Source: an optimization exercise on an open RTL-to-GDS flow (aim: small area). Production flows keep margins and buffers that such runs may drop.
Where RTL was checked, it was by simulation tests only, not by an equivalence proof against the original.
The RTL of runs 1 and 3 was laid out without a check of its function.
In runs 3 to 6 the design's own scripts or RTL, not TritonCTS, make the clock network.
The flow treats the clock pin as an ideal source. Dropping or thinning the clock tree relies on that and would not hold on a real chip.
No activity file was given, so power comes from the tool's default toggle rates.

## config.mk

```make
export PLATFORM = sky130hd
export DESIGN_NAME = Vending_Machine_Controller
export DESIGN_NICKNAME = Vending_Machine_Controller
export VERILOG_FILES = /design/flow/design.v
export SDC_FILE = /design/flow/constraint.sdc
export NUM_CORES = 8
export LEC_CHECK = 0
export CAP_MARGIN = 20
export CORE_AREA = 5 5 151 151
export DIE_AREA = 0 0 156 156
export GPL_TIMING_DRIVEN = 0
export SLEW_MARGIN = 20
```

## constraint.sdc

```tcl
create_clock -name core_clock -period 30.0 [get_ports {clk}]
set_input_delay 6.0000 -clock core_clock [delete_from_list [all_inputs] [get_ports {clk}]]
set_output_delay 6.0000 -clock core_clock [all_outputs]
set_load 0.01 [all_outputs]
```

## design.v

```verilog
module Vending_Machine_Controller(
input clk, input reset, input  conf_switch,input i_nickel, input i_dime, input i_quarter,
input sw0, input sw1, input sw2, input sw3,
output reg  oled_Soda, output reg  oled_Chips, output reg  oled_ProteinBar,
output reg  oled_Water,output reg oled_Error,
 output [3:0] o_costMSB, output [3:0] o_costLSB,
 output [3:0] o_moneyMSB, output [3:0] o_moneyLSB,
 output reg [127:0] Page0, output reg [127:0] Page1, output reg [127:0] Page2, output reg [127:0] Page3
    );
    localparam [2:0] ZI = 3'd1,   
                     ZB = 3'd6,   
                     ZS = 3'd2,   
                     ZE = 3'd0,   
                     ZX = 3'd4,   
                     ZD = 3'd7,   
                     ZK = 3'd5,   
                     ZC = 3'd3;   
    reg [2:0] z;
    reg nx;
    reg [3:0] r;     
    reg [4:0] md;    
    reg ovf;         
    reg [4:0] cd;    
    assign o_costMSB = cd[4:1];
    assign o_costLSB = {1'b0, cd[0], 1'b0, cd[0]};
    assign o_moneyMSB = md[4:1];
    assign o_moneyLSB = {1'b0, md[0], 1'b0, md[0]};
    wire [3:0] sw = {sw3, sw2, sw1, sw0};
    wire too_much = (sw3 & (sw0 | sw1 | sw2)) | (sw1 & sw2);
    reg [4:0] c;
    always @* begin
        case (sw)
            4'b0001: c = 5'd5;
            4'b0010: c = 5'd10;
            4'b0100: c = 5'd13;
            4'b1000: c = 5'd16;
            4'b0011: c = 5'd15;
            4'b0101: c = 5'd18;
            default: c = 5'd0;
        endcase
    end
    wire [4:0] base = ovf ? 5'd19 : md;
    wire init_br = reset || ((z == ZI || z == ZC) && !nx);
    wire sel_br = (z == ZI && nx) || (z == ZB && !nx) || z == ZS || z == ZE || z == ZX;
    wire disp_br = z == ZB && nx;
    wire first_chg = z == ZD || z == ZK;
    wire [4:0] coin = {3'b000, i_dime, i_nickel} + (i_quarter ? 5'd5 : 5'd0);
    wire [4:0] opnd = sel_br ? coin : ~cd;
    wire [5:0] sum = {1'b0, base} + {1'b0, opnd} + {5'd0, !sel_br};
    wire s_ok = sum <= 6'd19;
    wire short = (sum == 6'd0) || (sum < {1'b0, c});
    wire disc = sw0 & sw2;
    always @(posedge clk) begin
        if (init_br) begin
            z <= ZI;
            nx <= !reset;
            r <= 4'd0;
            md <= 5'd0;
            ovf <= 1'b0;
            cd <= 5'd0;
        end else if (sel_br) begin
            r <= sw;
            if (!too_much) cd <= c;
            if (s_ok) begin
                md <= sum[4:0];
                ovf <= 1'b0;
            end else
                ovf <= 1'b1;
            nx <= 1'b0;
            if (!conf_switch) z <= ZB;
            else if (too_much) z <= ZX;
            else if (short) z <= ZE;
            else if (sw == 4'd0) z <= ZS;
            else begin
                z <= ZB;
                nx <= 1'b1;
            end
        end else if (disp_br) begin
            r <= sw;
            if (disc) cd <= cd - 5'd2;
            z <= disc ? ZK : ZD;
        end else begin
            if (first_chg) begin
                md <= sum[4:0];
                ovf <= 1'b0;
            end
            z <= ZC;
            nx <= |sw;
        end
    end
    localparam [127:0] T0 = "ENEB344         ",
                       T1 = "Vending Machine ",
                       T2 = "Giovanni Argueta",
                       BL = "                ",
                       M0 = "Water:SW3=0     ",
                       M1 = "Chips:SW2=0     ",
                       M2 = "PB:SW1=0DC:SW0=0",
                       BUY = "Buy: SW4=1      ",
                       SEL = "Select a prod   ",
                       ENT = "Enter more money",
                       DES = "Deselect prod(s)",
                       DSP = "....Dipensing...",
                       DIS = "Discount!20c off",
                       H0 = "Here's your     ",
                       H1 = "Change          ",
                       H2 = "Turn off all sws",
                       H3 = "to buy again    ";
    always @* begin
        oled_Water = 1'b0; oled_Chips = 1'b0; oled_ProteinBar = 1'b0; oled_Soda = 1'b0;
        oled_Error = 1'b0;
        case (z)
            ZI: begin
                Page0 = T0; Page1 = T1; Page2 = T2; Page3 = BL;
            end
            ZD, ZK: begin
                Page0 = BL; Page1 = BL; Page2 = DSP; Page3 = (z == ZK) ? DIS : BL;
                {oled_Soda, oled_ProteinBar, oled_Chips, oled_Water} = r;
            end
            ZC: begin
                Page0 = H0; Page1 = H1; Page2 = H2; Page3 = H3;
                {oled_Soda, oled_ProteinBar, oled_Chips, oled_Water} = r;
            end
            default: begin
                Page0 = M0 | {80'd0, 7'd0, r[0], 40'd0};
                Page1 = M1 | {80'd0, 7'd0, r[1], 40'd0};
                Page2 = M2 | {56'd0, 7'd0, r[2], 56'd0, 7'd0, r[3]};
                case (z)
                    ZS: Page3 = SEL;
                    ZE: Page3 = ENT;
                    ZX: Page3 = DES;
                    default: Page3 = BUY;
                endcase
                oled_Error = z != ZB;
            end
        endcase
    end
endmodule
```

## flow/run.sh

```bash
#!/bin/bash
# Layout flow: the standard flow (standard.sh) with these changes:
#  - after the standard synthesis, the combinational logic between the
#    registers is re-mapped for area (flow/resynth.tcl); registers untouched;
#  - minimum-size port buffers;
#  - global placement not timing-driven (flow/pre_gpl.tcl removes the
#    synthesis buffers, as timing-driven placement would);
#  - the tie cells of constant outputs are paired so that no tie pin is left
#    unused (flow/ties_pair.tcl after floorplan, flow/ties_inv.tcl after
#    global placement).
# Each tool's output goes to a log file of its own in this folder.
set -euo pipefail
F=$(pwd)/flow
R=$(pwd)/orfs/results/$FLOW_PLATFORM/Vending_Machine_Controller/base
LIB=$FLOW_HOME/platforms/$FLOW_PLATFORM/lib/sky130_fd_sc_hd__tt_025C_1v80.lib

bash standard.sh synth > make_synth.log 2>&1
cp $R/1_2_yosys.v std_synth.v
python3 $F/cellmodels.py $LIB cells.v > cellmodels.log 2>&1
RS_LIB=$LIB RS_CELLS=cells.v RS_IN=std_synth.v RS_TOP=$FLOW_TOP \
RS_DONT_USE="sky130_fd_sc_hd__probe_p_8 sky130_fd_sc_hd__probec_p_8 sky130_fd_sc_hd__lpflow_*" \
RS_ABC=$F/area.abc RS_STAT=resynth_stat.txt RS_OUT=resynth.v \
  yosys -c $F/resynth.tcl > resynth.log 2>&1
cp resynth.v $R/1_2_yosys.v
bash standard.sh finish \
  "BUFFER_PORTS_ARGS=-buffer_cell sky130_fd_sc_hd__buf_1" \
  "CTS_ARGS=-sink_clustering_enable -repair_clock_nets -buf_list sky130_fd_sc_hd__clkbuf_4 -sink_clustering_size 50 -sink_clustering_max_diameter 400 -dont_use_dummy_load" \
  "PRE_GLOBAL_PLACE_TCL=$F/pre_gpl.tcl" \
  "POST_FLOORPLAN_TCL=$F/ties_pair.tcl" \
  "POST_GLOBAL_PLACE_TCL=$F/ties_inv.tcl" > make_finish.log 2>&1
```

## flow/area.abc

```
strash
&get -n
&deepsyn -I 1 -J 50
&put
dch -f
amap
```

## flow/cellmodels.py

```python
#!/usr/bin/env python3
"""Write Verilog models of the liberty's cells: combinational cells as assigns
of their liberty functions, every other cell (flip-flops, ties, ...) as a
blackbox with its pins.  Usage: cellmodels.py LIB OUT.v"""
import re, sys

def cells(text):
    i = 0
    for m in re.finditer(r'\n\s*cell\s*\(\s*"?([A-Za-z0-9_]+)"?\s*\)\s*\{', text):
        start = m.end()
        depth = 1
        j = start
        while depth:
            c = text[j]
            if c == '{':
                depth += 1
            elif c == '}':
                depth -= 1
            j += 1
        yield m.group(1), text[start:j - 1]

def pins(body):
    for m in re.finditer(r'\n\s*pin\s*\(\s*"?([A-Za-z0-9_]+)"?\s*\)\s*\{', body):
        start = m.end()
        depth = 1
        j = start
        while depth:
            c = body[j]
            if c == '{':
                depth += 1
            elif c == '}':
                depth -= 1
            j += 1
        pb = body[start:j - 1]
        # only this pin's own attributes, not nested groups
        flat = re.sub(r'\{[^{}]*\}', '', pb)
        while re.search(r'\{[^{}]*\}', flat):
            flat = re.sub(r'\{[^{}]*\}', '', flat)
        d = re.search(r'direction\s*:\s*"?(\w+)"?', flat)
        f = re.search(r'function\s*:\s*"([^"]*)"', flat)
        yield m.group(1), d.group(1) if d else None, f.group(1) if f else None

def main():
    text = open(sys.argv[1]).read()
    out = []
    for name, body in cells(text):
        ps = list(pins(body))
        seq = re.search(r'\n\s*(ff|latch|statetable)\s*\(', body) is not None
        ins = [p for p, d, f in ps if d == 'input']
        outs = [(p, f) for p, d, f in ps if d == 'output']
        others = [p for p, d, f in ps if d not in ('input', 'output')]
        comb = (not seq and outs and not others and all(f for p, f in outs)
                and all(re.fullmatch(r'[A-Za-z0-9_!&|^() ]+', f) for p, f in outs)
                and all(set(re.findall(r'[A-Za-z_][A-Za-z0-9_]*', f)) <= set(ins) for p, f in outs))
        decl = ', '.join([f'input {p}' for p in ins] + [f'output {p}' for p, f in outs]
                         + [f'inout {p}' for p in others])
        if comb:
            out.append(f'module {name}({decl});')
            for p, f in outs:
                out.append(f'  assign {p} = {f.replace("!", "~")};')
            out.append('endmodule')
        else:
            out.append(f'(* blackbox *) module {name}({decl});')
            out.append('endmodule')
    open(sys.argv[2], 'w').write('\n'.join(out) + '\n')

main()
```

## flow/pre_gpl.tcl

```tcl
# Global placement runs without timing-driven mode (no buffering of
# high-fanout nets while placing); remove synthesis buffers here instead, as
# timing-driven mode would.
remove_buffers
```

## flow/resynth.tcl

```tcl
# Re-map the combinational logic of the standard synthesis's netlist for area.
# The flip-flops are blackboxes here, so every register keeps its instance,
# name and cell type; only the logic between them is re-synthesised.
yosys -import
set lib $::env(RS_LIB)
read_verilog $::env(RS_CELLS)
read_verilog $::env(RS_IN)
hierarchy -top $::env(RS_TOP)
flatten
opt_clean -purge
hierarchy -top $::env(RS_TOP)
read_liberty -lib -ignore_redef $lib
techmap
opt -fast
set du {}
foreach c $::env(RS_DONT_USE) { lappend du -dont_use $c }
abc -liberty $lib {*}$du -script $::env(RS_ABC)
opt_clean -purge
setundef -zero
splitnets
opt_clean -purge
hilomap -singleton -hicell sky130_fd_sc_hd__conb_1 HI -locell sky130_fd_sc_hd__conb_1 LO
insbuf -buf sky130_fd_sc_hd__buf_4 A X
opt_clean -purge
check -assert -mapped
tee -o $::env(RS_STAT) stat -liberty $lib
write_verilog -noattr -nohex -nodec $::env(RS_OUT)
```

## flow/ties_inv.tcl

```tcl
# Ties left using only their LO pin: for each pair of them, keep one and drive
# the other's port from an inverter fed by the kept cell's HI pin, so no tie
# pin is left unconnected.  Runs after port buffering and global placement.
set block [ord::get_db_block]
set lo_only {}
foreach inst [$block getInsts] {
  if {[[$inst getMaster] getName] ne "sky130_fd_sc_hd__conb_1"} { continue }
  set hn [[$inst findITerm HI] getNet]
  set ln [[$inst findITerm LO] getNet]
  if {$ln ne "NULL" && $hn eq "NULL"} { lappend lo_only $inst }
}
# pair nearest neighbours greedily
set inv_master [[ord::get_db] findMaster sky130_fd_sc_hd__inv_1]
set left $lo_only
set k 0
while {[llength $left] >= 2} {
  set a [lindex $left 0]
  set left [lrange $left 1 end]
  lassign [$a getLocation] ax ay
  set best -1; set bd 1e18
  for {set j 0} {$j < [llength $left]} {incr j} {
    lassign [[lindex $left $j] getLocation] bx by
    set d [expr {abs($bx-$ax)+abs($by-$ay)}]
    if {$d < $bd} { set bd $d; set best $j }
  }
  set b [lindex $left $best]
  set left [lreplace $left $best $best]
  lassign [$b getLocation] bx by
  set bt [$b findITerm LO]
  set pnet [$bt getNet]
  $bt disconnect
  odb::dbInst_destroy $b
  set inv [odb::dbInst_create $block $inv_master "tie_inv_$k"]
  set hnet [odb::dbNet_create $block "tie_inv_net_$k"]
  [$a findITerm HI] connect $hnet
  [$inv findITerm A] connect $hnet
  [$inv findITerm Y] connect $pnet
  $inv setLocation $bx $by
  $inv setPlacementStatus PLACED
  incr k
}
puts "ties_inv: made $k inverters"
```

## flow/ties_pair.tcl

```tcl
# Pair tie cells: after repair_tie_fanout each constant output port has a
# conb_1 of its own, using only one of its two pins.  Give a port tied low the
# LO pin of a cell that already drives a port tied high, and delete its own
# cell, so both pins of the kept cell are used.
set block [ord::get_db_block]
set hi_only {}
set lo_only {}
foreach inst [$block getInsts] {
  if {[[$inst getMaster] getName] ne "sky130_fd_sc_hd__conb_1"} { continue }
  set hn [[$inst findITerm HI] getNet]
  set ln [[$inst findITerm LO] getNet]
  if {$hn ne "NULL" && $ln eq "NULL"} { lappend hi_only $inst }
  if {$ln ne "NULL" && $hn eq "NULL"} { lappend lo_only $inst }
}
set n [expr {min([llength $hi_only], [llength $lo_only])}]
puts "ties_pair: [llength $hi_only] high-only, [llength $lo_only] low-only ties; pairing $n"
for {set i 0} {$i < $n} {incr i} {
  set h [lindex $hi_only $i]
  set l [lindex $lo_only $i]
  set lt [$l findITerm LO]
  set net [$lt getNet]
  $lt disconnect
  [$h findITerm LO] connect $net
  odb::dbInst_destroy $l
}
```

## standard.sh

```bash
#!/bin/bash
# synth_recipe.tcl (not shown) runs the flow's synth.tcl, then flattens the netlist and writes it again
# the make line also repeats each setting of config.mk as NAME=value (left out here)
make -C /OpenROAD-flow-scripts/flow DESIGN_CONFIG=/design/flow/config.mk WORK_HOME=/design/flow/orfs CLKGATE_MAP_FILE= SYNTH_SCRIPT=/design/flow/synth_recipe.tcl "${@:-finish}"
```

==> reports/summary.md, run 1 <==
## Drt
- via count: 3529
- antenna-violating nets left: 0
- drt total wl: 16300 um
- number of remaining DRC errors: 0
- Avg Vias per Cell: 3.55
- drt first pass iters: 4
- detailed router's first-iteration violation count: 126
- mean routed wirelength per cell: 16.4 um

## Pwr
- NetSw: 426 uW
- sequential fraction of design power: 0.080
- Power Internal: 186 uW
- Clk pwr share: 0.021
- Net Sw Frac: 0.696
- total design power: 612 uW
- Peak supply drop: 45.5 uV
- power share of the combinational group: 0.899
- PwrDens: 172 nW/um2
- static leakage power: 1.79 nW

## Die
- width of the die: 156 um
- area of the die: 24300 um2
- standard-cell rows: 53
- Die Span Y: 156 um
- I/O pin count: 543
- CORE AREA: 21000 um2
- starting density of the core: 0.249

## Clock network
- CTS sink cnt: 19
- number of buffers on the longest clock path: 2
- CTS H-Tree Depth: 1
- TritonCTS clock tree: yes
- hold bufs inserted after CTS: 0
- number of gates resized after cts: 0
- Setup Buffers After CTS: 0
- number of buffers created by CTS: 3
- clock slew seen by the registers of the worst setup and hold paths: 0.12 ns
- Clock Latency Late Sink: 0.31 ns
- clk root buf: sky130_fd_sc_hd__clkbuf_4

## Placement
- half-perimeter wire length of the detailed placement result: 14500 um
- port buffer count: 345
- pre-CTS setup slack: 19.30 ns
- Post-DP Area: 3530 um2

## Worst setup path
- Data arrival, critical path: 4.46 ns
- R2R setup slack: 23.06 ns
- worst reg2reg startpoint: z[2]$_SDFF_PP0_
- CP max stage cell: sky130_fd_sc_hd__dfxtp_2
- longest individual stage delay on the worst path: 0.76 ns
- Crit path required time: 24.00 ns
- cell type with the highest occurrence count on the critical path: sky130_fd_sc_hd__clkinv_1
- buffer and inverter count on the worst path: 6
- count of cells along the worst register-to-register path: 25
- crit path from: z[0]$_SDFF_PP1_
- startpoint type of the worst setup path: register
- Critical Setup Path Class: register to output pin
- biggest fanout along the worst timing path: 33
- reg-to-reg critical path endpoint: md[3]$_SDFFE_PP0P_
- kind of cell adding the most delay to the critical path: buffers and inverters
- nature of the critical path endpoint: output pin
- critical-path cell list: clkinv_1 > buf_16 > nor2_2 > clkinv_1 > nor2_2 > buf_8 > clkinv_1 > o21ai_0 > buf_1

## STA
- time the worst path needs with I/O delays and setup: 10.46 ns
- fin crit share: 0.349
- Final WS setup: 19.54 ns
- endpoints failing hold: 0
- maximum clock rate: 95.6 MHz
- unrepaired setup endpoints after global routing: false
- Max transition margin: 0.466
- final setup vio count: 0
- number of max-slew violations in the final report: 0
- actual slew at the worst max-slew pin: 0.797 ns
- Total Negative Setup Slacks: 0 ns
- Post-Route Skew: 0.0162 ns

## Final layout
- Post-Layout Inst Area: 3550 um2
- sequential cell area: 392 um2
- fraction of the core area covered by cells at the end of the flow: 0.169
- post-synthesis to final-layout area growth: -32.2%
- # fillers: 2456
- Antenna diodes: 0
- net count reported at finish: 828
- fraction of final layout cells sized beyond drive strength 1: 0.0153
- footprint of the multi-input gates: 1120 um2

## Global routing
- global route hottest layer: met2
- GRT Resource Usage Total: 0.112
- met2 Track Usage GR: 0.223
- vias in the first global route: 2898
- routing usage on met3: 0.00610
- wire length of the first global-routing pass: 20200 um
- GRT Residual Overflow: 0
- GR Layer Usage met1: 0.138
- pin count of the biggest net entering global routing: 34
- number of antenna violations at the first check in global routing: 0

## Min path
- source of the worst hold timing path: md[2]$_SDFFE_PP0P_
- cell depth of the worst min-delay path: 2
- path class of the lowest-slack min-delay path: register to register
- terminating pin of the worst hold path: md[2]$_SDFFE_PP0P_

## Synth
- number of standard cells after synthesis: 749
- synth warn: 1
- cell area after synthesis: 5240 um2
- syn avg cell area: 7.00 um2

## Status
- status: no timing/DRC/antenna violations

## Job
- Maximum Capacitance Violations: 0

how the worst max path moves through the flow:
stage                end  slack, ns  cells after the start
2_1_floorplan  Page1[40]      19.02                      7
3_3_place_gp   Page1[40]      17.29                      7
3_5_place_dp   Page1[40]      19.30                      9
4_1_cts        Page1[40]      18.95                      9
5_1_grt        Page1[40]      19.03                      9
6_report       Page1[40]      19.54                      9
per-stage QoR:
step,std cells,hold slack (ns)
2_1_floorplan,944,0.441
3_3_place_gp,987,0.480
3_5_place_dp,990,0.480
4_1_cts,993,0.497
5_1_grt,993,0.518
6_report,993,0.493
metal layers:
layer / vias up / share of wire
met1: 1554 / 0.38
met3: 4 / 0.067
met2: 239 / 0.56
met5: - / 0
li1: 1732 / -
met4: 0 / 0.0021
power by group through the flow:
stage	Clock (mW)	Combinational, mW	Sequential, mW
after floorplan	0	0.661	0.0440
after global placement	0	0.558	0.0499
after detailed placement	0	0.565	0.0505
after CTS	0.0133	0.566	0.0499
after global routing	0.0146	0.608	0.0515
final	0.0129	0.550	0.0491
area by class of cell:
| cell class | instances | share of cell area |
|---|---|---|
| well taps | 275 | 0.0968 |
| inverters | 88 | 0.0930 |
| repair buffers | 348 | 0.380 |
| clock buffers | 3 | 0.00634 |
| multi-input cells | 260 | 0.314 |
| flip-flops and latches | 19 | 0.110 |
sequential cells by signal (all words and copies together), names as in the netlist:
name and flops:
ovf 1, md 5, cd 5, nx 1
z 3, r 4
worst min-delay path, stage by stage, from the launching register on:
cell                       delay, ns
sky130_fd_sc_hd__dfxtp_1        0.33
sky130_fd_sc_hd__clkinv_1       0.05
sky130_fd_sc_hd__o22ai_1        0.07
layout by cell type, fill, tap and decap left out, types with 2 or more instances in the layout:
cell,count
sky130_fd_sc_hd__nand2_1,28
sky130_fd_sc_hd__conb_1,99
sky130_fd_sc_hd__o21ai_0,21
sky130_fd_sc_hd__o31ai_1,2
sky130_fd_sc_hd__clkinv_1,39
sky130_fd_sc_hd__dfxtp_1,17
sky130_fd_sc_hd__o21a_1,2
sky130_fd_sc_hd__nor3_1,3
sky130_fd_sc_hd__clkbuf_4,3
sky130_fd_sc_hd__o22ai_1,8
sky130_fd_sc_hd__inv_1,49
sky130_fd_sc_hd__buf_1,345
sky130_fd_sc_hd__nor2_1,62
sky130_fd_sc_hd__or2_0,3
sky130_fd_sc_hd__a21oi_1,19
sky130_fd_sc_hd__nor2_2,4
==> inputs of run 2 (changes only) <==
--- a/design.v
+++ b/design.v
@@ -11,8 +11,8 @@
                      ZB = 3'd6,   
-                     ZS = 3'd2,   
-                     ZE = 3'd0,   
-                     ZX = 3'd4,   
-                     ZD = 3'd7,   
-                     ZK = 3'd5,   
-                     ZC = 3'd3;   
+                     ZS = 3'd7,   
+                     ZE = 3'd2,   
+                     ZX = 3'd3,   
+                     ZD = 3'd5,   
+                     ZK = 3'd4,   
+                     ZC = 3'd0;   
     reg [2:0] z;
--- a/flow/run.sh
+++ b/flow/run.sh
@@ -5,4 +5,2 @@
 #  - minimum-size port buffers;
-#  - global placement not timing-driven (flow/pre_gpl.tcl removes the
-#    synthesis buffers, as timing-driven placement would);
 #  - the tie cells of constant outputs are paired so that no tie pin is left
@@ -27,3 +25,2 @@
   "CTS_ARGS=-sink_clustering_enable -repair_clock_nets -buf_list sky130_fd_sc_hd__clkbuf_4 -sink_clustering_size 50 -sink_clustering_max_diameter 400 -dont_use_dummy_load" \
-  "PRE_GLOBAL_PLACE_TCL=$F/pre_gpl.tcl" \
   "POST_FLOORPLAN_TCL=$F/ties_pair.tcl" \
--- a/config.mk
+++ b/config.mk
@@ -10,3 +10,2 @@
 export DIE_AREA = 0 0 156 156
-export GPL_TIMING_DRIVEN = 0
 export SLEW_MARGIN = 20
removed: flow/pre_gpl.tcl
==> run 2 against run 1 <==
Effect of this change: still clean on timing, DRC and antenna; fmax is 7.6% higher; count of clock-buffer cells in the layout did not move; cell count is 1.7% higher; largest power group unchanged.
==> reports/summary.md, run 2 <==
## Clock network
- Setup Buffers After CTS: 0
- TritonCTS clock tree: yes
- number of buffers created by CTS: 3
- clk root buf: sky130_fd_sc_hd__clkbuf_4
- hold bufs inserted after CTS: 0
- number of gates resized after cts: 0
- CTS H-Tree Depth: 1
- CTS sink cnt: 19
- clock slew seen by the registers of the worst setup and hold paths: 0.12 ns
- Clock Latency Late Sink: 0.31 ns
- number of buffers on the longest clock path: 2

## Die
- CORE AREA: 21000 um2
- I/O pin count: 543
- standard-cell rows: 53
- area of the die: 24300 um2
- Die Span Y: 156 um
- width of the die: 156 um
- starting density of the core: 0.252

## Pwr
- Power Internal: 192 uW
- Peak supply drop: 112 uV
- NetSw: 435 uW
- static leakage power: 1.80 nW
- power share of the combinational group: 0.919
- Clk pwr share: 0.020
- sequential fraction of design power: 0.060
- PwrDens: 174 nW/um2
- Net Sw Frac: 0.693

## Placement
- port buffer count: 345
- half-perimeter wire length of the detailed placement result: 12700 um
- number of placed cells counting well taps: 1006
- pre-CTS setup slack: 20.00 ns

## Global routing
- wire length of the first global-routing pass: 18700 um
- vias in the first global route: 3025
- pin count of the biggest net entering global routing: 39
- routing usage on met3: 0.0122
- GR Layer Usage met1: 0.130
- global route hottest layer: met2
- met2 Track Usage GR: 0.174
- GRT Resource Usage Total: 0.0972
- GRT Residual Overflow: 0
- number of antenna violations at the first check in global routing: 0

## STA
- final setup vio count: 0
- Total Negative Setup Slacks: 0 ns
- Post-Route Skew: 0.0188 ns
- unrepaired setup endpoints after global routing: false
- maximum clock rate: 103 MHz
- Max transition margin: 0.283
- endpoints failing hold: 0
- number of max-slew violations in the final report: 0
- time the worst path needs with I/O delays and setup: 9.72 ns
- final hold slack: 0.494 ns
- Final WS setup: 20.28 ns
- fin crit share: 0.324
- actual slew at the worst max-slew pin: 1.07 ns

## Worst setup path
- count of cells along the worst register-to-register path: 33
- crit path from: i_quarter
- Critical Setup Path Class: primary input to register
- reg-to-reg critical path endpoint: nx$_DFFE_PP_
- Crit path required time: 30.08 ns
- worst reg2reg startpoint: z[1]$_SDFF_PP0_
- Worst setup endpoint: nx$_DFFE_PP_
- biggest fanout along the worst timing path: 5
- Data arrival, critical path: 9.80 ns
- R2R setup slack: 22.81 ns
- nature of the critical path endpoint: register
- startpoint type of the worst setup path: primary input

## Drt
- drt first pass iters: 4
- antenna-violating nets left: 0
- via count: 3626
- mean routed wirelength per cell: 14.3 um
- Avg Vias per Cell: 3.59
- detailed router's first-iteration violation count: 109
- drt total wl: 14400 um
- number of remaining DRC errors: 0

## Final layout
- # fillers: 2462
- sequential cell area: 390 um2
- most frequent cells in the layout: sky130_fd_sc_hd__buf_1, sky130_fd_sc_hd__conb_1, sky130_fd_sc_hd__nor2_1
- count of non-filler cells in the finished layout: 1010
- net count reported at finish: 844
- most common cell after layout, fill and taps aside: sky130_fd_sc_hd__buf_1
- post-synthesis to final-layout area growth: -31.7%
- footprint of the multi-input gates: 1160 um2
- fraction of final layout cells sized beyond drive strength 1: 0.0177
- largest registers in the final layout: cd (5), md (5), r (4)

## Status
- status: no timing/DRC/antenna violations

## Synth
- syn avg cell area: 6.98 um2
- synth warn: 1
- number of standard cells after synthesis: 759
- cell area after synthesis: 5300 um2

## Min path
- path class of the lowest-slack min-delay path: register to register

## Job
- Maximum Capacitance Violations: 0

==> run 2: power groups by stage <==
stage	Clock [mW]	Combinational, mW	Sequential (mW)
2_1_floorplan	0	0.693	0.0449
5_1_grt	0.0146	0.638	0.0391
6_report	0.0128	0.577	0.0379
4_1_cts	0.0135	0.587	0.0380
3_3_place_gp	0	0.585	0.0383
3_5_place_dp	0	0.586	0.0386
==> run 2: worst min path at each step <==
stage	startpoint	endpoint	slack, ns	depth (start not counted)
2_1_floorplan	md[2]$_SDFFE_PP0P_	md[2]$_SDFFE_PP0P_	0.45	2
3_5_place_dp	md[2]$_SDFFE_PP0P_	md[2]$_SDFFE_PP0P_	0.48	2
6_report	md[2]$_SDFFE_PP0P_	md[2]$_SDFFE_PP0P_	0.49	2
4_1_cts	md[2]$_SDFFE_PP0P_	md[2]$_SDFFE_PP0P_	0.50	2
3_3_place_gp	md[2]$_SDFFE_PP0P_	md[2]$_SDFFE_PP0P_	0.48	2
5_1_grt	md[2]$_SDFFE_PP0P_	md[2]$_SDFFE_PP0P_	0.53	2
==> run 2: final cells by class <==
class,instances,area share
Inverter,88,0.0913
Sequential cell,19,0.108
Clock buffer,3,0.00623
Tap cell,275,0.0952
Antenna cell,1,0.000692
Timing Repair Buffer,354,0.377
Multi-Input combinational cell,270,0.322
==> run 2: layer usage <==
layer	vias to the layer above	share of wire
met3	6	0.085
met4	0	0.0029
met1	1602	0.40
li1	1771	-
met5	-	0
met2	247	0.51
==> run 2: critical path: stages <==
cell	delay, ns
sky130_fd_sc_hd__buf_1	0.09
sky130_fd_sc_hd__and2_0	0.20
sky130_fd_sc_hd__o311ai_0	0.50
sky130_fd_sc_hd__nor2_1	0.08
sky130_fd_sc_hd__a21oi_1	0.17
sky130_fd_sc_hd__nand2_1	0.08
sky130_fd_sc_hd__o21ai_0	0.13
sky130_fd_sc_hd__nor2_1	0.07
sky130_fd_sc_hd__a21oi_1	0.15
sky130_fd_sc_hd__nand2_1	0.08
sky130_fd_sc_hd__o21ai_0	0.10
sky130_fd_sc_hd__nand3_1	0.11
sky130_fd_sc_hd__o21ai_0	0.14
sky130_fd_sc_hd__nor2_1	0.07
sky130_fd_sc_hd__a21oi_1	0.19
sky130_fd_sc_hd__clkinv_1	0.13
sky130_fd_sc_hd__nor2_1	0.16
sky130_fd_sc_hd__nor2_1	0.06
sky130_fd_sc_hd__o31ai_1	0.51
sky130_fd_sc_hd__a22oi_1	0.18
sky130_fd_sc_hd__nor2_1	0.16
sky130_fd_sc_hd__nor3_1	0.08
sky130_fd_sc_hd__a21oi_1	0.16
sky130_fd_sc_hd__a21oi_1	0.07
sky130_fd_sc_hd__nor2_1	0.10
sky130_fd_sc_hd__nor2_1	0.04
==> run 2: per-stage QoR <==
stage	instance area (um2)	power (mW)	utilization
6_report	3620	0.627	0.172
5_1_grt	3610	0.692	0.172
4_1_cts	3610	0.639	0.172
3_5_place_dp	3590	0.625	0.171
3_3_place_gp	3590	0.623	0.171
2_1_floorplan	6030	0.738	-
==> inputs of run 3 (changes only) <==
--- a/design.v
+++ b/design.v
@@ -11,8 +11,8 @@
                      ZB = 3'd6,   
-                     ZS = 3'd7,   
-                     ZE = 3'd2,   
-                     ZX = 3'd3,   
-                     ZD = 3'd5,   
-                     ZK = 3'd4,   
-                     ZC = 3'd0;   
+                     ZS = 3'd2,   
+                     ZE = 3'd0,   
+                     ZX = 3'd4,   
+                     ZD = 3'd7,   
+                     ZK = 3'd5,   
+                     ZC = 3'd3;   
     reg [2:0] z;
--- a/flow/run.sh
+++ b/flow/run.sh
@@ -3,7 +3,12 @@
 #  - after the standard synthesis, the combinational logic between the
-#    registers is re-mapped for area (flow/resynth.tcl); registers untouched;
+#    registers is re-mapped for area (flow/resynth.tcl, trying the ABC
+#    scripts in flow/abc/ and keeping the smallest); registers untouched;
 #  - minimum-size port buffers;
+#  - global placement not timing-driven (flow/pre_gpl.tcl removes the
+#    synthesis buffers, as timing-driven placement would);
 #  - the tie cells of constant outputs are paired so that no tie pin is left
 #    unused (flow/ties_pair.tcl after floorplan, flow/ties_inv.tcl after
-#    global placement).
+#    global placement);
+#  - after CTS the clock tree is replaced by two buffers on the clock port,
+#    each driving the registers near it (flow/clock_groups.tcl).
 # Each tool's output goes to a log file of its own in this folder.
@@ -19,9 +24,11 @@
 RS_DONT_USE="sky130_fd_sc_hd__probe_p_8 sky130_fd_sc_hd__probec_p_8 sky130_fd_sc_hd__lpflow_*" \
-RS_ABC=$F/area.abc RS_STAT=resynth_stat.txt RS_OUT=resynth.v \
+RS_ABC="$(ls $F/abc/*.abc | tr '\n' ' ')" RS_STAT=resynth_stat.txt RS_OUT=resynth.v \
   yosys -c $F/resynth.tcl > resynth.log 2>&1
 cp resynth.v $R/1_2_yosys.v
-bash standard.sh finish \
+CLOCK_GROUPS=2 CLOCK_GROUP_BUF=sky130_fd_sc_hd__clkbuf_4 bash standard.sh finish \
   "BUFFER_PORTS_ARGS=-buffer_cell sky130_fd_sc_hd__buf_1" \
   "CTS_ARGS=-sink_clustering_enable -repair_clock_nets -buf_list sky130_fd_sc_hd__clkbuf_4 -sink_clustering_size 50 -sink_clustering_max_diameter 400 -dont_use_dummy_load" \
+  "PRE_GLOBAL_PLACE_TCL=$F/pre_gpl.tcl" \
   "POST_FLOORPLAN_TCL=$F/ties_pair.tcl" \
-  "POST_GLOBAL_PLACE_TCL=$F/ties_inv.tcl" > make_finish.log 2>&1
+  "POST_GLOBAL_PLACE_TCL=$F/ties_inv.tcl" \
+  "POST_CTS_TCL=$F/clock_groups.tcl" > make_finish.log 2>&1
==> flow/abc/ds0.abc (new file) <==
strash
&get -n
&deepsyn -I 1 -J 50 -S 0
&put
dch -f
amap
==> flow/abc/ds1.abc (new file) <==
strash
&get -n
&deepsyn -I 1 -J 50 -S 1
&put
dch -f
amap
==> flow/abc/ds2.abc (new file) <==
strash
&get -n
&deepsyn -I 1 -J 50 -S 2
&put
dch -f
amap
==> flow/abc/ds3.abc (new file) <==
strash
&get -n
&deepsyn -I 1 -J 50 -S 3
&put
dch -f
amap
==> flow/abc/ds4.abc (new file) <==
strash
&get -n
&deepsyn -I 1 -J 50 -S 4
&put
dch -f
amap
==> flow/abc/ds5.abc (new file) <==
strash
&get -n
&deepsyn -I 1 -J 50 -S 5
&put
dch -f
amap
==> flow/abc/ds6.abc (new file) <==
strash
&get -n
&deepsyn -I 1 -J 50 -S 6
&put
dch -f
amap
==> flow/abc/ds7.abc (new file) <==
strash
&get -n
&deepsyn -I 1 -J 50 -S 7
&put
dch -f
amap
==> flow/clock_groups.tcl (new file) <==
# After CTS: replace the clock tree by CLOCK_GROUPS buffers (cell
# CLOCK_GROUP_BUF) fed by the clock port, each driving the flip-flops of one
# group; the flip-flops are grouped by position (k-means) and each buffer is
# placed at its group's centre.  The placement is legalised again.
set block [ord::get_db_block]
set k $::env(CLOCK_GROUPS)
set master [[ord::get_db] findMaster $::env(CLOCK_GROUP_BUF)]
set clk_net [[$block findBTerm clk] getNet]
# every clock buffer below the port, and every other clock pin (the sinks)
set bufs {}
set sinks {}
set todo [list $clk_net]
while {[llength $todo]} {
  set n [lindex $todo 0]
  set todo [lrange $todo 1 end]
  foreach it [$n getITerms] {
    if {![$it isInputSignal]} { continue }
    set inst [$it getInst]
    if {[string match "sky130_fd_sc_hd__clkbuf_*" [[$inst getMaster] getName]]} {
      lappend bufs $inst
      lappend todo [[$inst findITerm X] getNet]
    } else {
      lappend sinks $it
    }
  }
}
foreach b $bufs {
  set o [[$b findITerm X] getNet]
  foreach it [$o getITerms] { if {[$it getInst] ne $b} { $it disconnect } }
  odb::dbInst_destroy $b
  odb::dbNet_destroy $o
}
foreach it $sinks { $it disconnect }
# k-means on the sinks' positions, started from the sinks sorted along x
set pts {}
foreach it $sinks {
  set b [[$it getInst] getBBox]
  lappend pts [list [expr {([$b xMin] + [$b xMax]) / 2}] [expr {([$b yMin] + [$b yMax]) / 2}]]
}
set n [llength $pts]
set order [lsort -integer -indices -index 0 [lmap p $pts {lindex $p 0}]]
set cent {}
for {set g 0} {$g < $k} {incr g} {
  lappend cent [lindex $pts [lindex $order [expr {int(($g + 0.5) * $n / $k)}]]]
}
for {set iter 0} {$iter < 50} {incr iter} {
  set assign {}
  foreach p $pts {
    set best 0; set bd 1e30
    for {set g 0} {$g < $k} {incr g} {
      lassign [lindex $cent $g] cx cy
      set d [expr {abs([lindex $p 0] - $cx) + abs([lindex $p 1] - $cy)}]
      if {$d < $bd} { set bd $d; set best $g }
    }
    lappend assign $best
  }
  set new {}
  for {set g 0} {$g < $k} {incr g} {
    set sx 0; set sy 0; set c 0
    foreach p $pts a $assign { if {$a == $g} { set sx [expr {$sx + [lindex $p 0]}]; set sy [expr {$sy + [lindex $p 1]}]; incr c } }
    if {$c} { lappend new [list [expr {$sx / $c}] [expr {$sy / $c}]] } else { lappend new [lindex $cent $g] }
  }
  set cent $new
}
for {set g 0} {$g < $k} {incr g} {
  set buf [odb::dbInst_create $block $master "clkbuf_group_$g"]
  set net [odb::dbNet_create $block "clknet_group_$g"]
  $net setSigType CLOCK
  [$buf findITerm A] connect $clk_net
  [$buf findITerm X] connect $net
  set c 0
  foreach it $sinks a $assign { if {$a == $g} { $it connect $net; incr c } }
  lassign [lindex $cent $g] cx cy
  $buf setLocation [expr {int($cx)}] [expr {int($cy)}]
  $buf setPlacementStatus PLACED
  puts "clock_groups: $buf drives $c clock pins"
}
puts "clock_groups: [llength $bufs] tree buffers replaced by $k"
detailed_placement
check_placement -verbose
==> flow/pre_gpl.tcl (new file) <==
# Global placement runs without timing-driven mode (no buffering of
# high-fanout nets while placing); remove synthesis buffers here instead, as
# timing-driven mode would.
remove_buffers
--- a/flow/resynth.tcl
+++ b/flow/resynth.tcl
@@ -2,3 +2,4 @@
 # The flip-flops are blackboxes here, so every register keeps its instance,
-# name and cell type; only the logic between them is re-synthesised.
+# name and cell type; only the logic between them is re-synthesised.  Each
+# ABC script in RS_ABC is tried in turn and the smallest result is kept.
 yosys -import
@@ -14,6 +15,23 @@
 opt -fast
+design -save base
 set du {}
 foreach c $::env(RS_DONT_USE) { lappend du -dont_use $c }
-abc -liberty $lib {*}$du -script $::env(RS_ABC)
-opt_clean -purge
+set best_area 1e30
+set best_script ""
+foreach script $::env(RS_ABC) {
+  design -load base
+  abc -liberty $lib {*}$du -script $script
+  opt_clean -purge
+  tee -q -o rs_try.txt stat -liberty $lib
+  set f [open rs_try.txt r]; set txt [read $f]; close $f
+  if {![regexp {Chip area for module [^:]*: ([0-9.]+)} $txt -> area]} { continue }
+  puts "RESYNTH $script area $area"
+  if {$area < $best_area} {
+    set best_area $area
+    set best_script $script
+    design -save best
+  }
+}
+puts "RESYNTH best $best_script area $best_area"
+design -load best
 setundef -zero
--- a/config.mk
+++ b/config.mk
@@ -7,5 +7,6 @@
 export LEC_CHECK = 0
-export CAP_MARGIN = 20
+export CAP_MARGIN = 0
 export CORE_AREA = 5 5 151 151
 export DIE_AREA = 0 0 156 156
-export SLEW_MARGIN = 20
+export GPL_TIMING_DRIVEN = 0
+export SLEW_MARGIN = 0
removed: flow/area.abc
==> run 3 against run 2 <==
Effect of this change: core utilization fell by 0.48 points; first-iteration DRC count rose by 26%; synthesized area fell by 1.0%; die area did not move; still clean; synthesized cell count fell by 1.3%; critical path type is now register to output pin; worst setup slack got worse by 2.0 ns; critical endpoint is now Page1[40]; final area fell by 2.8%; clock power fell by about 20%.
==> reports/summary.md, run 3 <==
## Worst setup path
- biggest fanout along the worst timing path: 42
- reg-to-reg critical path endpoint: nx$_DFFE_PP_
- nature of the critical path endpoint: output pin
- critical-path cell list: clkinv_1 > nor2_1 > clkinv_1 > nor2_2 > buf_8 > clkinv_1 > o21ai_0 > buf_1
- startpoint type of the worst setup path: register
- Critical Setup Path Class: register to output pin
- R2R setup slack: 22.50 ns
- cell type with the highest occurrence count on the critical path: sky130_fd_sc_hd__clkinv_1
- Crit path required time: 24.00 ns
- Data arrival, critical path: 5.71 ns
- longest individual stage delay on the worst path: 1.26 ns
- kind of cell adding the most delay to the critical path: buffers and inverters
- buffer and inverter count on the worst path: 5
- CP max stage cell: sky130_fd_sc_hd__clkinv_1
- count of cells along the worst register-to-register path: 24
- worst reg2reg startpoint: z[0]$_SDFF_PP1_

## Global routing
- GRT Resource Usage Total: 0.113
- wire length of the first global-routing pass: 20100 um
- GRT Residual Overflow: 0
- number of antenna violations at the first check in global routing: 0
- pin count of the biggest net entering global routing: 43
- vias in the first global route: 2963

## Pwr
- sequential fraction of design power: 0.081
- NetSw: 422 uW
- Power Internal: 184 uW
- Peak supply drop: 35.9 uV
- static leakage power: 1.78 nW
- PwrDens: 172 nW/um2
- Net Sw Frac: 0.697
- power share of the combinational group: 0.902
- Clk pwr share: 0.017

## Clock network
- clock slew seen by the registers of the worst setup and hold paths: 0.11 ns
- CTS sink cnt: 19
- Clock Latency Late Sink: 0.17 ns

## Min path
- cell depth of the worst min-delay path: 2
- terminating pin of the worst hold path: md[2]$_SDFFE_PP0P_
- source of the worst hold timing path: md[2]$_SDFFE_PP0P_
- path class of the lowest-slack min-delay path: register to register

## STA
- final setup vio count: 0
- Final WS setup: 18.29 ns
- number of max-slew violations in the final report: 0
- Post-Route Skew: 0.00980 ns
- Max transition margin: 0.188
- unrepaired setup endpoints after global routing: false
- endpoints failing hold: 0
- fin crit share: 0.390
- actual slew at the worst max-slew pin: 1.22 ns
- maximum clock rate: 85.4 MHz
- time the worst path needs with I/O delays and setup: 11.71 ns
- Total Negative Setup Slacks: 0 ns

## Synth
- number of standard cells after synthesis: 749
- synth warn: 1
- cell area after synthesis: 5240 um2
- syn avg cell area: 7.00 um2

## Final layout
- most frequent cells in the layout: sky130_fd_sc_hd__buf_1, sky130_fd_sc_hd__conb_1, sky130_fd_sc_hd__nor2_1
- most common cell after layout, fill and taps aside: sky130_fd_sc_hd__buf_1
- Antenna diodes: 0
- # fillers: 2465
- fraction of final layout cells sized beyond drive strength 1: 0.00838
- footprint of the multi-input gates: 1110 um2
- net count reported at finish: 826
- largest registers in the final layout: cd (5), md (5), r (4)
- post-synthesis to final-layout area growth: -32.9%
- sequential cell area: 390 um2

## Drt
- antenna-violating nets left: 0
- drt first pass iters: 4
- Avg Vias per Cell: 3.58
- detailed router's first-iteration violation count: 137
- drt total wl: 16200 um
- via count: 3547
- mean routed wirelength per cell: 16.3 um
- number of remaining DRC errors: 0

## Status
- status: no timing/DRC/antenna violations

## Die
- area of the die: 24300 um2
- starting density of the core: 0.249
- Die Span Y: 156 um
- standard-cell rows: 53
- CORE AREA: 21000 um2
- I/O pin count: 543
- width of the die: 156 um

## Placement
- pre-CTS setup slack: 18.21 ns
- port buffer count: 345
- half-perimeter wire length of the detailed placement result: 14500 um

## Job
- Maximum Capacitance Violations: 0

[run 3: how the worst max path moves through the flow]
stage                            to  cells after the start       startpoint
final                     Page1[40]                      8  z[0]$_SDFF_PP1_
after detailed placement  Page1[40]                      8  z[0]$_SDFF_PP1_
after global routing      Page1[40]                      8  z[0]$_SDFF_PP1_
after floorplan           Page1[40]                      7  z[0]$_SDFF_PP1_
after global placement    Page1[40]                      7  z[0]$_SDFF_PP1_
[run 3: power groups by stage]
| stage | registers (mW) | clock network, mW | logic (mW) |
|---|---|---|---|
| final | 0.0492 | 0.0102 | 0.547 |
| after global routing | 0.0513 | 0.0114 | 0.607 |
| after detailed placement | 0.0504 | 0 | 0.562 |
| after global placement | 0.0499 | 0 | 0.558 |
| after floorplan | 0.0440 | 0 | 0.661 |
[run 3: worst reg2reg max path, stage by stage, from the launching register on]
cell and delay (ns):
sky130_fd_sc_hd__dfxtp_1 1.14, sky130_fd_sc_hd__clkinv_1 1.28, sky130_fd_sc_hd__nor2_1 1.26, sky130_fd_sc_hd__nor2_2 0.27, sky130_fd_sc_hd__buf_8 0.25, sky130_fd_sc_hd__clkinv_1 0.22
sky130_fd_sc_hd__nor2_1 0.22, sky130_fd_sc_hd__clkinv_1 0.18, sky130_fd_sc_hd__o22ai_1 0.12, sky130_fd_sc_hd__nand2_1 0.13, sky130_fd_sc_hd__o31ai_1 0.09, sky130_fd_sc_hd__nor2_1 0.15
sky130_fd_sc_hd__a21oi_1 0.08, sky130_fd_sc_hd__a21oi_1 0.20, sky130_fd_sc_hd__nand2_1 0.08, sky130_fd_sc_hd__o21ai_0 0.14, sky130_fd_sc_hd__nor2_1 0.07, sky130_fd_sc_hd__a21oi_1 0.30
sky130_fd_sc_hd__nor2_1 0.07, sky130_fd_sc_hd__o32a_1 0.29, sky130_fd_sc_hd__o221ai_1 0.16, sky130_fd_sc_hd__o21a_1 0.19, sky130_fd_sc_hd__a21oi_1 0.07, sky130_fd_sc_hd__a222oi_1 0.24
sky130_fd_sc_hd__nor2_1 0.07
[run 3: final cells by class]
| cell class | count | share of cell area |
|---|---|---|
| Buffer | 2 | 0.00427 |
| Multi-Input combinational cell | 260 | 0.316 |
| Tap cell | 275 | 0.0979 |
| Sequential cell | 19 | 0.111 |
| Timing Repair Buffer | 347 | 0.377 |
| Inverter | 88 | 0.0940 |
[run 3: layer usage]
metal	global-route usage	vias up	routed length, um
li1	-	1720	-
met1	0.133	1566	5800
met2	0.224	256	9040
met3	0.00888	5	1220
met4	0.0129	0	114
met5	0	-	0
[run 3: through the flow]
step	utilization	power, mW	hold slack, ns	cells	instance area (um2)
5_1_grt	0.167	0.669	0.515	991	3520
2_1_floorplan	-	0.705	0.441	944	5970
6_report	0.167	0.606	0.501	991	3520
3_5_place_dp	0.167	0.613	0.486	989	3500
3_3_place_gp	0.165	0.608	0.480	987	3470
==> inputs of run 4 (changes only) <==
--- a/design.v
+++ b/design.v
@@ -81,2 +81,3 @@
             z <= disc ? ZK : ZD;
+            nx <= 1'b0;
         end else begin
==> run 4 against run 3 <==
Effect of this change: power increased by 3.4%; sequential power decreased by 12%; flip-flop and latch count unchanged; register-to-register slack improved by 0.45 ns; synthesized cell count decreased by 0.53%.
==> reports/summary.md, run 4 <==
## Final layout
- most common cell after layout, fill and taps aside: sky130_fd_sc_hd__buf_1
- fraction of final layout cells sized beyond drive strength 1: 0.0126
- fraction of the core area covered by cells at the end of the flow: 0.168
- Antenna diodes: 0
- # fillers: 2488
- most frequent cells in the layout: sky130_fd_sc_hd__buf_1, sky130_fd_sc_hd__conb_1, sky130_fd_sc_hd__nor2_1
- post-synthesis to final-layout area growth: -32.4%
- net count reported at finish: 823
- largest registers in the final layout: cd (5), md (5), r (4)

## Worst setup path
- worst reg2reg startpoint: z[0]$_SDFF_PP1_
- nature of the critical path endpoint: output pin
- Crit path required time: 24.00 ns
- biggest fanout along the worst timing path: 38
- crit path from: z[0]$_SDFF_PP1_
- startpoint type of the worst setup path: register
- Critical Setup Path Class: register to output pin
- Data arrival, critical path: 4.71 ns

## Min path
- path class of the lowest-slack min-delay path: register to register
- source of the worst hold timing path: md[4]$_SDFFE_PP0P_

## STA
- maximum clock rate: 93.3 MHz
- Max transition margin: 0.406
- actual slew at the worst max-slew pin: 0.889 ns
- Total Negative Setup Slacks: 0 ns
- number of max-slew violations in the final report: 0
- time the worst path needs with I/O delays and setup: 10.71 ns
- endpoints failing hold: 0
- unrepaired setup endpoints after global routing: false
- Post-Route Skew: 0.00182 ns
- final hold slack: 0.498 ns
- final setup vio count: 0
- fin crit share: 0.357

## Drt
- antenna-violating nets left: 0
- number of remaining DRC errors: 0
- mean routed wirelength per cell: 14.6 um
- drt first pass iters: 4
- via count: 3533
- drt total wl: 14400 um
- detailed router's first-iteration violation count: 126
- Avg Vias per Cell: 3.58

## Job
- Maximum Capacitance Violations: 0

## Die
- starting density of the core: 0.249
- standard-cell rows: 53
- CORE AREA: 21000 um2
- Die Span Y: 156 um
- area of the die: 24300 um2
- width of the die: 156 um
- I/O pin count: 543

## Global routing
- vias in the first global route: 2863
- pin count of the biggest net entering global routing: 39
- GRT Residual Overflow: 0
- number of antenna violations at the first check in global routing: 1
- wire length of the first global-routing pass: 18200 um
- GRT Resource Usage Total: 0.0967

## Synth
- syn avg cell area: 7.02 um2
- number of standard cells after synthesis: 745
- cell area after synthesis: 5230 um2
- synth warn: 1

## Placement
- port buffer count: 345
- half-perimeter wire length of the detailed placement result: 12700 um

## Clock network
- Clock Latency Late Sink: 0.17 ns
- CTS sink cnt: 19
- clock slew seen by the registers of the worst setup and hold paths: 0.11 ns

## Pwr
- PwrDens: 177 nW/um2
- Peak supply drop: 113 uV
- static leakage power: 1.78 nW

## Status
- status: no timing/DRC/antenna violations

==> run 4: where the power goes <==
part / internal (mW) / switching, mW / leakage, nW
Clock: 0.00321 / 0.00724 / 0.00920
Sequential: 0.0323 / 0.0108 / 0.156
Combinational: 0.154 / 0.419 / 1.62
Total: 0.189 / 0.437 / 1.78
==> run 4: critical path: stages (launching register included) <==
cell and delay (ns):
sky130_fd_sc_hd__dfxtp_1 0.75, sky130_fd_sc_hd__buf_16 0.24, sky130_fd_sc_hd__clkinv_1 0.68, sky130_fd_sc_hd__nor2_2 0.96, sky130_fd_sc_hd__clkinv_1 0.56, sky130_fd_sc_hd__nor2_2 0.67
sky130_fd_sc_hd__clkinv_1 0.33, sky130_fd_sc_hd__o21ai_0 0.14, sky130_fd_sc_hd__buf_1 0.18
==> run 4: area by class of cell <==
type	instances	area [um2]	share of cell area
plain buffers	2	15.0	0.00424
inverters	86	323	0.0913
multi-input cells	258	1120	0.317
flip-flops and latches	19	380	0.108
well taps	275	344	0.0973
repair buffers	348	1350	0.382
==> run 4: layer usage <==
layer  routed length [um]  part of all wire  GRT usage
met3                 1380             0.096     0.0158
met1                 5440              0.38      0.122
met4                  163             0.011     0.0192
met2                 7440              0.52      0.174
met5                    0                 0          0
==> run 4: final timing paths <==
path                            cells past startpoint            endpoint  slack [ns]
worst min register to register                      2  md[4]$_SDFFE_PP0P_        0.50
worst max register to register                     26  md[2]$_SDFFE_PP0P_       22.95
worst max-delay path                                8           Page1[40]       19.29
worst min-delay path                                2  md[4]$_SDFFE_PP0P_        0.50
==> run 4: stage by stage <==
stage	total power, mW	cell area (um2)	setup slack [ns]	std cells
floorplan	0.738	5960	19.02	940
global placement	0.620	3450	17.06	983
detailed placement	0.628	3520	18.78	986
global route	0.686	3540	18.53	988
finish	0.627	3540	19.29	988
==> inputs of run 5 (changes only) <==
--- a/flow/run.sh
+++ b/flow/run.sh
@@ -11,2 +11,4 @@
 #    global placement);
+#  - after global placement, the driver of a net with more than SPLIT_FANOUT
+#    loads is duplicated per group of loads (flow/split_fanout.tcl);
 #  - after CTS the clock tree is replaced by two buffers on the clock port,
@@ -27,3 +29,3 @@
 cp resynth.v $R/1_2_yosys.v
-CLOCK_GROUPS=2 CLOCK_GROUP_BUF=sky130_fd_sc_hd__clkbuf_4 bash standard.sh finish \
+SPLIT_FANOUT=16 CLOCK_GROUPS=2 CLOCK_GROUP_BUF=sky130_fd_sc_hd__clkbuf_4 bash standard.sh finish \
   "BUFFER_PORTS_ARGS=-buffer_cell sky130_fd_sc_hd__buf_1" \
@@ -32,3 +34,3 @@
   "POST_FLOORPLAN_TCL=$F/ties_pair.tcl" \
-  "POST_GLOBAL_PLACE_TCL=$F/ties_inv.tcl" \
+  "POST_GLOBAL_PLACE_TCL=$F/post_gpl.tcl" \
   "POST_CTS_TCL=$F/clock_groups.tcl" > make_finish.log 2>&1
==> flow/post_gpl.tcl (new file) <==
# After global placement: tie pins (ties_inv.tcl), then high-fanout nets
# (split_fanout.tcl).
set here [file dirname [info script]]
source $here/ties_inv.tcl
source $here/split_fanout.tcl
==> flow/split_fanout.tcl (new file) <==
# Nets of more than SPLIT_FANOUT loads (the decoded screen text drives up to
# 37 port buffers around the die): the loads are grouped by position and the
# driving gate is duplicated for each further group, each copy placed at its
# group's centre, instead of leaving the resizer to add large buffers.
set block [ord::get_db_block]
set maxfo $::env(SPLIT_FANOUT)
proc kmeans {pts k} {
  set n [llength $pts]
  set order [lsort -integer -indices [lmap p $pts {expr {[lindex $p 0] + [lindex $p 1]}}]]
  set cent {}
  for {set g 0} {$g < $k} {incr g} {
    lappend cent [lindex $pts [lindex $order [expr {int(($g + 0.5) * $n / $k)}]]]
  }
  set assign {}
  for {set iter 0} {$iter < 50} {incr iter} {
    set assign {}
    foreach p $pts {
      set best 0; set bd 1e30
      for {set g 0} {$g < $k} {incr g} {
        lassign [lindex $cent $g] cx cy
        set d [expr {abs([lindex $p 0] - $cx) + abs([lindex $p 1] - $cy)}]
        if {$d < $bd} { set bd $d; set best $g }
      }
      lappend assign $best
    }
    set new {}
    for {set g 0} {$g < $k} {incr g} {
      set sx 0; set sy 0; set c 0
      foreach p $pts a $assign { if {$a == $g} { set sx [expr {$sx + [lindex $p 0]}]; set sy [expr {$sy + [lindex $p 1]}]; incr c } }
      if {$c} { lappend new [list [expr {$sx / $c}] [expr {$sy / $c}]] } else { lappend new [lindex $cent $g] }
    }
    set cent $new
  }
  return [list $assign $cent]
}
set count 0
foreach net [$block getNets] {
  if {[$net getSigType] ne "SIGNAL"} { continue }
  if {[llength [$net getBTerms]]} { continue }
  set drv ""; set loads {}
  foreach it [$net getITerms] {
    if {[$it isOutputSignal]} { set drv $it } elseif {[$it isInputSignal]} { lappend loads $it }
  }
  set n [llength $loads]
  if {$drv eq "" || $n <= $maxfo} { continue }
  set inst [$drv getInst]
  set master [$inst getMaster]
  if {[llength [$inst getITerms]] > 8} { continue }
  set mname [$master getName]
  if {[string match "*conb*" $mname] || [string match "*df*" $mname]} { continue }
  set k [expr {int(ceil(double($n) / $maxfo))}]
  set pts {}
  foreach it $loads {
    set b [[$it getInst] getBBox]
    lappend pts [list [expr {([$b xMin] + [$b xMax]) / 2}] [expr {([$b yMin] + [$b yMax]) / 2}]]
  }
  lassign [kmeans $pts $k] assign cent
  for {set g 0} {$g < $k} {incr g} {
    lassign [lindex $cent $g] cx cy
    if {$g == 0} {
      set gi $inst
    } else {
      set gi [odb::dbInst_create $block $master "split_${count}_$g"]
      set gnet [odb::dbNet_create $block "split_net_${count}_$g"]
      foreach it [$inst getITerms] {
        if {[$it isInputSignal] && [$it getNet] ne "NULL"} {
          [$gi findITerm [[$it getMTerm] getName]] connect [$it getNet]
        }
      }
      [$gi findITerm [[$drv getMTerm] getName]] connect $gnet
      foreach it $loads a $assign {
        if {$a == $g} { $it disconnect; $it connect $gnet }
      }
    }
    $gi setLocation [expr {int($cx)}] [expr {int($cy)}]
    $gi setPlacementStatus PLACED
  }
  puts "split_fanout: [$net getName] ($n loads, [$master getName]) split in $k"
  incr count
}
puts "split_fanout: $count nets split"
==> run 5 against run 4 <==
Effect of this change: hold slack got worse by 0.0054 ns; flip-flop and latch count did not move; synthesized area did not move; combinational power fell by 2%; core utilization fell by 0.14 points; sequential share of layout area rose by 0.12 points; via count rose by 0.34%; fmax rose by 6.7%; still clean; clock power barely moved; worst setup slack improved by 0.67 ns; die area did not move.
==> reports/summary.md, run 5 <==
## Status
- status: no timing/DRC/antenna violations

## Final layout
- fraction of final layout cells sized beyond drive strength 1: 0.00417
- most common cell after layout, fill and taps aside: sky130_fd_sc_hd__buf_1
- Post-Layout Inst Area: 3510 um2
- post-synthesis to final-layout area growth: -32.9%
- net count reported at finish: 830
- largest registers in the final layout: cd (5), md (5), r (4)
- most frequent cells in the layout: sky130_fd_sc_hd__buf_1, sky130_fd_sc_hd__conb_1, sky130_fd_sc_hd__nor2_1
- Antenna diodes: 0

## Drt
- via count: 3545
- antenna-violating nets left: 0
- mean routed wirelength per cell: 14.8 um
- drt first pass iters: 4
- Avg Vias per Cell: 3.56
- drt total wl: 14800 um
- detailed router's first-iteration violation count: 164
- number of remaining DRC errors: 0

## Pwr
- PwrDens: 177 nW/um2
- Power Internal: 182 uW
- static leakage power: 1.77 nW
- Peak supply drop: 117 uV
- NetSw: 440 uW
- Net Sw Frac: 0.708
- power share of the combinational group: 0.904
- sequential fraction of design power: 0.079
- Clk pwr share: 0.017

## STA
- final hold slack: 0.492 ns
- maximum clock rate: 99.6 MHz
- Post-Route Skew: 0.0146 ns
- Total Negative Setup Slacks: 0 ns
- fin crit share: 0.335
- actual slew at the worst max-slew pin: 1.11 ns
- number of max-slew violations in the final report: 0
- unrepaired setup endpoints after global routing: false
- Final WS setup: 19.96 ns
- final setup vio count: 0
- Max transition margin: 0.260
- time the worst path needs with I/O delays and setup: 10.04 ns
- endpoints failing hold: 0

## Placement
- port buffer count: 345
- pre-CTS setup slack: 20.15 ns
- Post-DP Area: 3490 um2
- half-perimeter wire length of the detailed placement result: 13000 um

## Global routing
- met2 Track Usage GR: 0.178
- wire length of the first global-routing pass: 18600 um
- global route hottest layer: met2
- vias in the first global route: 2886
- number of antenna violations at the first check in global routing: 0
- GRT Resource Usage Total: 0.0995
- GR Layer Usage met1: 0.128
- routing usage on met3: 0.0164
- pin count of the biggest net entering global routing: 36
- GRT Residual Overflow: 0

## Worst setup path
- nature of the critical path endpoint: output pin
- Data arrival, critical path: 4.04 ns
- biggest fanout along the worst timing path: 23
- Crit path required time: 24.00 ns
- Critical Setup Path Class: register to output pin
- startpoint type of the worst setup path: register

## Clock network
- CTS sink cnt: 19
- Clock Latency Late Sink: 0.18 ns
- clock slew seen by the registers of the worst setup and hold paths: 0.11 ns

## Die
- starting density of the core: 0.249
- standard-cell rows: 53
- width of the die: 156 um
- Die Span Y: 156 um
- I/O pin count: 543
- area of the die: 24300 um2
- CORE AREA: 21000 um2

## Synth
- cell area after synthesis: 5230 um2
- number of standard cells after synthesis: 745
- syn avg cell area: 7.02 um2
- synth warn: 1

## Min path
- path class of the lowest-slack min-delay path: register to register

## Job
- Maximum Capacitance Violations: 0

[run 5: changes by cell type in the layout (fill, tap and decap cells not counted), moves of 2 or more]
cell / previous run / this run
sky130_fd_sc_hd__buf_8: 2 / 0
sky130_fd_sc_hd__clkinv_1: 37 / 42
sky130_fd_sc_hd__nor2_1: 62 / 71
sky130_fd_sc_hd__nor2_2: 4 / 0
[run 5: power groups by stage]
stage                     sequential, mW  clock [mW]  combinational (mW)
final                             0.0490      0.0108               0.562
after global routing              0.0509      0.0121               0.618
after detailed placement          0.0499           0               0.571
after global placement            0.0485           0               0.571
after floorplan                   0.0409           0               0.697
[run 5: worst max-delay path, cell delays in order, from the launching register on]
cell and delay, ns:
sky130_fd_sc_hd__dfxtp_1 0.54, sky130_fd_sc_hd__clkinv_1 0.19, sky130_fd_sc_hd__nor2_1 0.16, sky130_fd_sc_hd__nand2_1 0.43
sky130_fd_sc_hd__clkinv_1 0.55, sky130_fd_sc_hd__nor2_1 1.01, sky130_fd_sc_hd__clkinv_1 0.70, sky130_fd_sc_hd__buf_1 0.28
[run 5: cell type report]
type / instances / area, um2
plain buffers: 2 / 15.0
flip-flops and latches: 19 / 382
inverters: 91 / 342
well taps: 275 / 344
multi-input cells: 263 / 1130
fillers: 2481 / 17500
repair buffers: 345 / 1290
[run 5: final timing paths]
check	startpoint	to	slack (ns)	depth (start not counted)
min reg2reg	md[3]$_SDFFE_PP0P_	md[3]$_SDFFE_PP0P_	0.49	2
min	md[3]$_SDFFE_PP0P_	md[3]$_SDFFE_PP0P_	0.49	2
max	z[1]$_SDFF_PP0_	Page2[35]	19.96	7
max reg2reg	z[1]$_SDFF_PP0_	md[3]$_SDFFE_PP0P_	22.09	27
[run 5: per-layer routing]
layer,part of all wire,up-vias
li1,-,1734
met1,0.38,1581
met2,0.52,225
met3,0.091,5
met4,0.0067,0
met5,0,-
[run 5: per-stage QoR]
stage	power, mW	util	instances
global route	0.681	0.167	995
global placement	0.620	0.164	983
detailed placement	0.621	0.166	993
floorplan	0.738	-	940
finish	0.621	0.167	995
==> inputs of run 6 (changes only) <==
--- a/flow/run.sh
+++ b/flow/run.sh
@@ -29,3 +29,3 @@
 cp resynth.v $R/1_2_yosys.v
-SPLIT_FANOUT=16 CLOCK_GROUPS=2 CLOCK_GROUP_BUF=sky130_fd_sc_hd__clkbuf_4 bash standard.sh finish \
+SPLIT_FANOUT=25 CLOCK_GROUPS=2 CLOCK_GROUP_BUF=sky130_fd_sc_hd__clkbuf_4 bash standard.sh finish \
   "BUFFER_PORTS_ARGS=-buffer_cell sky130_fd_sc_hd__buf_1" \
==> run 6 against run 5 <==
Effect of this change: final area down 0.50%; first-iteration DRC count down 13%; die area unchanged; critical path type unchanged; critical endpoint is now Page1[40].
==> reports/summary.md, run 6 <==
## Final layout
- most common cell after layout, fill and taps aside: sky130_fd_sc_hd__buf_1
- # fillers: 2466
- fraction of the core area covered by cells at the end of the flow: 0.166
- Antenna diodes: 0
- net count reported at finish: 824
- largest registers in the final layout: cd (5), md (5), r (4)
- fraction of final layout cells sized beyond drive strength 1: 0.00700
- most frequent cells in the layout: sky130_fd_sc_hd__buf_1, sky130_fd_sc_hd__conb_1, sky130_fd_sc_hd__nor2_1
- Post-Layout Inst Area: 3490 um2
- post-synthesis to final-layout area growth: -33.3%
- footprint of the multi-input gates: 1120 um2
- sequential cell area: 382 um2

## Drt
- antenna-violating nets left: 0
- number of remaining DRC errors: 0
- Avg Vias per Cell: 3.58
- drt total wl: 14400 um
- detailed router's first-iteration violation count: 142
- via count: 3537
- mean routed wirelength per cell: 14.6 um
- drt first pass iters: 6

## Status
- status: no timing/DRC/antenna violations

## STA
- unrepaired setup endpoints after global routing: false
- number of max-slew violations in the final report: 0
- actual slew at the worst max-slew pin: 1.05 ns
- endpoints failing hold: 0
- Post-Route Skew: 0.0200 ns
- final setup vio count: 0
- Total Negative Setup Slacks: 0 ns
- fin crit share: 0.358
- Max transition margin: 0.299
- time the worst path needs with I/O delays and setup: 10.74 ns
- maximum clock rate: 93.1 MHz

## Pwr
- PwrDens: 177 nW/um2
- Peak supply drop: 120 uV
- static leakage power: 1.76 nW

## Worst setup path
- biggest fanout along the worst timing path: 34
- Data arrival, critical path: 4.74 ns
- nature of the critical path endpoint: output pin
- count of cells along the worst register-to-register path: 27
- startpoint type of the worst setup path: register
- Crit path required time: 24.00 ns
- cell type with the highest occurrence count on the critical path: sky130_fd_sc_hd__clkinv_1
- Critical Setup Path Class: register to output pin
- CP max stage cell: sky130_fd_sc_hd__nor2_2
- longest individual stage delay on the worst path: 0.88 ns
- critical-path cell list: clkinv_1 > nor2_2 > clkinv_1 > nor2_1 > clkinv_1 > o21ai_0 > buf_1

## Synth
- synth warn: 1
- number of standard cells after synthesis: 745
- syn avg cell area: 7.02 um2
- cell area after synthesis: 5230 um2

## Placement
- Post-DP Area: 3470 um2
- half-perimeter wire length of the detailed placement result: 12700 um
- port buffer count: 345

## Global routing
- number of antenna violations at the first check in global routing: 0
- wire length of the first global-routing pass: 17900 um
- vias in the first global route: 2851
- GRT Resource Usage Total: 0.0955
- GRT Residual Overflow: 0
- pin count of the biggest net entering global routing: 35

## Die
- starting density of the core: 0.249
- standard-cell rows: 53
- Die Span Y: 156 um
- I/O pin count: 543
- area of the die: 24300 um2
- width of the die: 156 um
- CORE AREA: 21000 um2

## Job
- Maximum Capacitance Violations: 0

## Clock network
- Clock Latency Late Sink: 0.18 ns
- CTS sink cnt: 19
- clock slew seen by the registers of the worst setup and hold paths: 0.13 ns

## Min path
- cell depth of the worst min-delay path: 2
- path class of the lowest-slack min-delay path: register to register

-- run 6: area by class of cell --
class | instances | area share
repair buffers | 345 | 0.371
multi-input cells | 260 | 0.322
flip-flops and latches | 19 | 0.109
plain buffers | 2 | 0.00430
inverters | 88 | 0.0946
well taps | 275 | 0.0986
-- run 6: critical path: cells and delay by family (launching register included) --
family | cells | cell delay (ns)
buffers and inverters | 4 | 1.85
flip-flops | 1 | 0.85
AO/OA/AOI/OAI | 1 | 0.15
AND/OR/NAND/NOR | 2 | 1.69
-- run 6: power by group --
group          switching [mW]  internal (mW)
sequential             0.0156         0.0325
clock                 0.00737        0.00321
combinational           0.413          0.146
total                   0.436          0.182
-- run 6: path summary, 6_finish.rpt --
check	from	end	slack (ns)
max	z[0]$_SDFF_PP1_	Page1[40]	19.26
min	md[3]$_SDFFE_PP0P_	md[3]$_SDFFE_PP0P_	0.49
max reg2reg	z[1]$_SDFF_PP0_	md[2]$_SDFFE_PP0P_	22.24
min reg2reg	md[3]$_SDFFE_PP0P_	md[3]$_SDFFE_PP0P_	0.49
-- run 6: metal layers --
layer  share of wire  GRT usage
met1            0.38      0.120
met2            0.51      0.168
met3           0.095     0.0172
met4           0.017     0.0242
met5               0          0
-- run 6: stage by stage --
step	power [mW]	cells	hold WS [ns]	setup WS, ns
after floorplan	0.738	940	0.449	19.02
after global placement	0.620	983	0.472	17.06
after detailed placement	0.619	987	0.472	18.80
after global routing	0.678	989	0.547	18.52
final	0.618	989	0.490	19.26

re-timing with driven ports:
How much do the figures lean on ideal ports? The routed layouts below were timed once more, with nothing changed but the port constraints. Step 1 assumes that a clkbuf_16 drives the clock port and a buf_2 every other input. Step 2 also shifts input and output timing later by t, the mid clock arrival at the registers, as if the neighbouring blocks saw the same clock. a / b / c = ideal ports / drivers / drivers and shift; a / b = the first two.
run	t, ns	setup WS [ns]	worst setup path at the end	clock arrival spread, ns	slew at the worst register clock pin (ns)
run 1	0.321	19.541 / 19.517 / 19.838	register to output	0.016 / 0.016	0.12 / 0.12
run 2	0.320	20.278 / 20.280 / 19.960	input to register	0.019 / 0.019	0.12 / 0.12
run 3	0.200	18.291 / 18.256 / 18.456	register to output	0.010 / 0.010	0.11 / 0.11
run 4	0.207	19.288 / 19.248 / 19.455	register to output	0.002 / 0.002	0.11 / 0.11
run 5	0.211	19.960 / 19.920 / 20.131	register to output	0.015 / 0.015	0.12 / 0.12
run 6	0.205	19.255 / 19.219 / 19.424	register to output	0.020 / 0.020	0.13 / 0.13
After both steps every run listed still meets setup and hold. The setup slack of run 2, which loses most, moves by +0.002 ns with the drivers and by -0.318 ns with both steps.
